From an optimization exercise on the open Yosys and OpenROAD flow, aimed at small area; shortcuts taken in it are not production practice.
Function was checked by simulation only, so behaviour that the tests miss may differ from the original.
Power is estimated from default activity; no workload was simulated.

== JK ==
Design starsea_core, start of the top module:
module starsea_core
(
  input          clk                ,
  input          rst_n              ,
  input          intr               ,
  output  [31:0] inst_addr          ,
  input   [31:0] inst_data          ,
  output         dram_we_o          ,
  output  [ 3:0] dram_be_o          ,
  output         dram_rd_o          ,
  output  [31:0] dram_addr_o        ,
  output  [31:0] dram_wdat_o        ,
  input   [31:0] dram_rdat          ,
  output         reg_bus_we         ,
  output  [31:0] reg_bus_addr       ,
  output  [31:0] reg_bus_wdat       ,
  output         reg_bus_rd         ,
  input   [31:0] reg_bus_rdat
);
==> flow/config.mk <==
export PLATFORM = sky130hd
export DESIGN_NAME = starsea_core
export DESIGN_NICKNAME = starsea_core
export VERILOG_FILES = /design/flow/design.v
export SDC_FILE = /design/flow/constraint.sdc
export NUM_CORES = 4
export LEC_CHECK = 0
export CAP_MARGIN = 20
export CORE_MARGIN = 2
export CORE_UTILIZATION = 50
export SLEW_MARGIN = 20
==> flow/constraint.sdc <==
create_clock -name core_clock -period 12.0 [get_ports {clk}]
set_input_delay 2.4000 -clock core_clock [delete_from_list [all_inputs] [get_ports {clk}]]
set_output_delay 2.4000 -clock core_clock [all_outputs]
set_load 0.01 [all_outputs]
standard.sh (not shown) runs the stock make flow with config.mk's settings and CLKGATE_MAP_FILE= SYNTH_SCRIPT=/design/flow/synth_recipe.tcl, a recipe that flattens the netlist after the stock synthesis.
==> flow/flow/run.sh <==
#!/bin/bash
# Standard ORFS layout (the standard.sh), with these changes to how it is made:
#  - ABC maps the logic with an area-oriented script (abc_area_nf.script) in place
#    of ORFS's delay-oriented one; registers are mapped before ABC, so they are
#    the standard synthesis's registers; adders are mapped with Yosys's own
#    carry-lookahead instead of ORFS's Kogge-Stone map;
#  - the port buffers are buf_1 cells instead of clkdlybuf4s50_1;
#  - clock tree synthesis uses small clock buffers, larger sink clusters and
#    no dummy loads.
# ORFS writes each step's full log to orfs/logs/; make's own output goes to
# flow_make.log in the work folder.
set -euo pipefail
cd "$(dirname "$0")/.."
W=$PWD
rm -rf "$W/scripts_alt"
cp -r "$FLOW_HOME/scripts" "$W/scripts_alt"
cp "$W/flow/abc_area_nf.script" "$W/scripts_alt/abc_speed.script"
bash "$W/standard.sh" "SCRIPTS_DIR=$W/scripts_alt" \
    "SYNTH_OPERATIONS_ARGS=-nofsm" \
    "BUFFER_PORTS_ARGS=-buffer_cell sky130_fd_sc_hd__buf_1" \
    'CTS_ARGS=-sink_clustering_enable -repair_clock_nets -dont_use_dummy_load -buf_list sky130_fd_sc_hd__clkbuf_8 -root_buf sky130_fd_sc_hd__clkbuf_8 -sink_clustering_size 12 -sink_clustering_max_diameter 60' \
    finish > "$W/flow_make.log" 2>&1
==> flow/flow/abc_area_nf.script <==
&get -n
&st
&dch
&nf -R 1000 -p -F 8 -A 4
&put
--- input diff JK..MS ---
- changing CORE_UTILIZATION from 50 to 40
--- a/flow/flow/run.sh
+++ b/flow/flow/run.sh
@@ -5,4 +5,6 @@
 #    the standard synthesis's registers; adders are mapped with Yosys's own
 #    carry-lookahead instead of ORFS's Kogge-Stone map;
+#  - after global routing, gates off the critical paths are downsized
+#    (ORFS's power recovery, RECOVER_POWER 100);
 #  - the port buffers are buf_1 cells instead of clkdlybuf4s50_1;
 #  - clock tree synthesis uses small clock buffers, larger sink clusters and
@@ -17,5 +19,5 @@
 cp "$W/flow/abc_area_nf.script" "$W/scripts_alt/abc_speed.script"
 bash "$W/standard.sh" "SCRIPTS_DIR=$W/scripts_alt" \
-    "SYNTH_OPERATIONS_ARGS=-nofsm" \
+    "SYNTH_OPERATIONS_ARGS=-nofsm" "RECOVER_POWER=100" \
     "BUFFER_PORTS_ARGS=-buffer_cell sky130_fd_sc_hd__buf_1" \
     'CTS_ARGS=-sink_clustering_enable -repair_clock_nets -dont_use_dummy_load -buf_list sky130_fd_sc_hd__clkbuf_8 -root_buf sky130_fd_sc_hd__clkbuf_8 -sink_clustering_size 12 -sink_clustering_max_diameter 60' \
Notes after the runs:
Finished, but not clean: MS, with capacitance limit, slew limit.
[MS] clock network power share rose 0.3 points relative to JK
[MS] cell total after placement rose 426 relative to JK
Compared to JK, MS has non-clock buffer count about 3% higher.
The post-synthesis register bit count was comparable across JK and MS.
Diff JK -> MS: worst setup slack lost 0.40 ns; clock power neither gained nor lost much.
In MS, the combined area of the multi-input logic cells came out 220 um2 below the value in JK.
MS ends up with a fraction of layout cells with a size suffix above 1 that is 2.2 points lower than in JK.
JK → MS: standard cell area after detailed placement saw an increase; overall die area saw an increase.
Input changes introduced in AL (baseline for comparison: MS):
- a change of CORE_UTILIZATION from 40 to 50
--- outcome ---
- Final checks on AL, whose flow otherwise completed, came back failing, citing capacitance limit, slew limit.
- Comparing MS and AL, global-route met3 utilization is higher on AL.
- Most used routing layer = met1: AL; most used routing layer = met2: MS
- Between MS and AL, the worst supply voltage drop on vdd is higher for AL.
- [AL vs MS] cell count: lower in AL
### AL -> TR
- changing CORE_UTILIZATION from 50 to 40
--- a/flow/flow/run.sh
+++ b/flow/flow/run.sh
@@ -5,6 +5,4 @@
 #    the standard synthesis's registers; adders are mapped with Yosys's own
 #    carry-lookahead instead of ORFS's Kogge-Stone map;
-#  - after global routing, gates off the critical paths are downsized
-#    (ORFS's power recovery, RECOVER_POWER 100);
 #  - the port buffers are buf_1 cells instead of clkdlybuf4s50_1;
 #  - clock tree synthesis uses small clock buffers, larger sink clusters and
@@ -19,5 +17,5 @@
 cp "$W/flow/abc_area_nf.script" "$W/scripts_alt/abc_speed.script"
 bash "$W/standard.sh" "SCRIPTS_DIR=$W/scripts_alt" \
-    "SYNTH_OPERATIONS_ARGS=-nofsm" "RECOVER_POWER=100" \
+    "SYNTH_OPERATIONS_ARGS=-nofsm" \
     "BUFFER_PORTS_ARGS=-buffer_cell sky130_fd_sc_hd__buf_1" \
     'CTS_ARGS=-sink_clustering_enable -repair_clock_nets -dont_use_dummy_load -buf_list sky130_fd_sc_hd__clkbuf_8 -root_buf sky130_fd_sc_hd__clkbuf_8 -sink_clustering_size 12 -sink_clustering_max_diameter 60' \
--- outcome ---
Looking at delay of the slowest critical-path stage across AL and TR, the one that comes out higher is AL.
When the final numbers for AL and TR were put side by side, the non-clock buffer count in the final layout turned out to be smaller in AL.
Status: total DRC errors in the routed layout parity (AL, TR)
TR ran to completion and came out clean on the timing, DRC and antenna checks.
Compared to AL, TR leaves more free space in the core.
Going from AL to TR, critical path required time higher, part of the power in registers now smaller.

starsea_core, a different RTL version from the one above (not shown whole).
For scale: about 5000 cells after synthesis.
Settings: LEC_CHECK=0, CAP_MARGIN=20, CORE_MARGIN=2, CORE_UTILIZATION=50, GPL_ROUTABILITY_DRIVEN=0, SLEW_MARGIN=20; clock period 12.0 ns.
==> flow/flow/run.sh <==
#!/bin/bash
# Standard ORFS layout (the standard.sh), with these changes to how it is made:
#  - ABC maps the logic with an area-oriented script (abc_area_nf.script) in place
#    of ORFS's delay-oriented one; registers are mapped before ABC, so they are
#    the standard synthesis's registers; adders are mapped with Yosys's own
#    carry-lookahead instead of ORFS's Kogge-Stone map;
#  - the port buffers are buf_1 cells instead of clkdlybuf4s50_1;
#  - clock tree synthesis uses small clock buffers, larger sink clusters and
#    no dummy loads.
# ORFS writes each step's full log to orfs/logs/; make's own output goes to
# flow_make.log in the work folder.
set -euo pipefail
cd "$(dirname "$0")/.."
W=$PWD
rm -rf "$W/scripts_alt"
cp -r "$FLOW_HOME/scripts" "$W/scripts_alt"
cp "$W/flow/abc_area_nf.script" "$W/scripts_alt/abc_speed.script"
bash "$W/standard.sh" "SCRIPTS_DIR=$W/scripts_alt" \
    "SYNTH_OPERATIONS_ARGS=-nofsm" \
    "BUFFER_PORTS_ARGS=-buffer_cell sky130_fd_sc_hd__buf_1" \
    'CTS_ARGS=-sink_clustering_enable -repair_clock_nets -dont_use_dummy_load -buf_list sky130_fd_sc_hd__clkbuf_8 -root_buf sky130_fd_sc_hd__clkbuf_8 -sink_clustering_size 12 -sink_clustering_max_diameter 60' \
    finish > "$W/flow_make.log" 2>&1
Scripts as last shown in full above: flow/flow/abc_area_nf.script
The baseline finished clean.
Next try:
--- a/flow/flow/run.sh
+++ b/flow/flow/run.sh
@@ -20,3 +20,3 @@
     "BUFFER_PORTS_ARGS=-buffer_cell sky130_fd_sc_hd__buf_1" \
-    'CTS_ARGS=-sink_clustering_enable -repair_clock_nets -dont_use_dummy_load -buf_list sky130_fd_sc_hd__clkbuf_8 -root_buf sky130_fd_sc_hd__clkbuf_8 -sink_clustering_size 12 -sink_clustering_max_diameter 60' \
+    'CTS_ARGS=-sink_clustering_enable -repair_clock_nets -dont_use_dummy_load -buf_list sky130_fd_sc_hd__clkbuf_8 -root_buf sky130_fd_sc_hd__clkbuf_8 -sink_clustering_size 14 -sink_clustering_max_diameter 60' \
     finish > "$W/flow_make.log" 2>&1
GPL_ROUTABILITY_DRIVEN = default   (was 0)
PLACE_DENSITY = 0.9   (was default)
- worst setup slack got worse by 0.26 ns
- cell count hardly moves
- design area is lower by about 0.45%
- count of clock-buffer cells in the layout is lower by 23
- critical path depth is higher by 4
- via count barely changes
- global-route usage is lower by 1.7 points
- power is lower by 3.2%
- synthesized cell count does not change
- fmax is lower by about 2.4%
- flip-flop and latch count is unchanged
Next try:
GPL_ROUTABILITY_DRIVEN = 0   (was default)
PLACE_DENSITY = default   (was 0.9)
- The changed run completed without violations
- design area barely changes
- clock-buffer cell count went up by 12
- global-route usage went up by 1.7 points
- first-iteration DRC count went down by 4.9%
- die area does not change
- worst hold slack improves by 0.025 ns
- critical path depth went down by 4
- synthesized cell count does not change
- synthesized area stays the same
- maximum frequency went up by 0.89%
- routed wire length went up by 3.5%
Next try:
--- a/flow/flow/run.sh
+++ b/flow/flow/run.sh
@@ -20,3 +20,3 @@
     "BUFFER_PORTS_ARGS=-buffer_cell sky130_fd_sc_hd__buf_1" \
-    'CTS_ARGS=-sink_clustering_enable -repair_clock_nets -dont_use_dummy_load -buf_list sky130_fd_sc_hd__clkbuf_8 -root_buf sky130_fd_sc_hd__clkbuf_8 -sink_clustering_size 14 -sink_clustering_max_diameter 60' \
+    'CTS_ARGS=-sink_clustering_enable -repair_clock_nets -dont_use_dummy_load -buf_list sky130_fd_sc_hd__clkbuf_8 -root_buf sky130_fd_sc_hd__clkbuf_8 -sink_clustering_size 12 -sink_clustering_max_diameter 60' \
     finish > "$W/flow_make.log" 2>&1
GPL_ROUTABILITY_DRIVEN = default   (was 0)
PLACE_DENSITY = 0.75   (was default)
Result: Final area climbs by 0.36%; area after synthesis stays the same; setup slack degrades by 0.29 ns.

==> afterwards: timing with drivers on the ports <==
The results above use ideal ports. As a check the final layouts listed here were re-extracted and re-timed, cells and wires unchanged.
Step 1: set_driving_cell puts a clkbuf_16 on clk and a buf_2 on each other input, an assumption about the parent block.
Step 2 moves the port delays by t, midway between the first and last clock arrival at a register: inputs arrive t later, outputs are due t later. That takes back most of the time a late clock gives input paths.
a / b / c = no drivers / after step 1 / after step 2; a / b = the first two.
run	t (ns)	setup WS [ns]	worst hold slack (ns)	latest minus earliest clock arrival (ns)	slew at the worst register clock pin (ns)
JK	0.931	1.057 / 1.057 / 0.536	0.362 / 0.362 / 0.362	0.128 / 0.129	0.09 / 0.09
MS	0.996	0.657 / 0.708 / -0.289	0.378 / 0.378 / 0.378	0.161 / 0.161	0.09 / 0.09
AL	0.944	0.711 / 0.711 / 0.025	0.363 / 0.363 / 0.363	0.123 / 0.123	0.09 / 0.09
TR	0.997	1.155 / 1.155 / 0.329	0.385 / 0.385 / 0.385	0.171 / 0.171	0.10 / 0.10
the first run of note 2	0.972	1.637 / 1.637 / 0.966	0.405 / 0.405 / 0.405	0.101 / 0.101	0.10 / 0.10
the second run of note 2	0.952	1.379 / 1.443 / 0.491	0.382 / 0.382 / 0.382	0.201 / 0.202	0.10 / 0.10
the third run of note 2	0.954	1.473 / 1.473 / 0.807	0.407 / 0.407 / 0.407	0.109 / 0.110	0.10 / 0.10
the fourth run of note 2	0.978	1.179 / 1.246 / 0.269	0.417 / 0.417 / 0.417	0.122 / 0.121	0.09 / 0.09
The setup slack of MS, which loses most, moves by +0.051 ns with the drivers and by -0.946 ns with both steps.
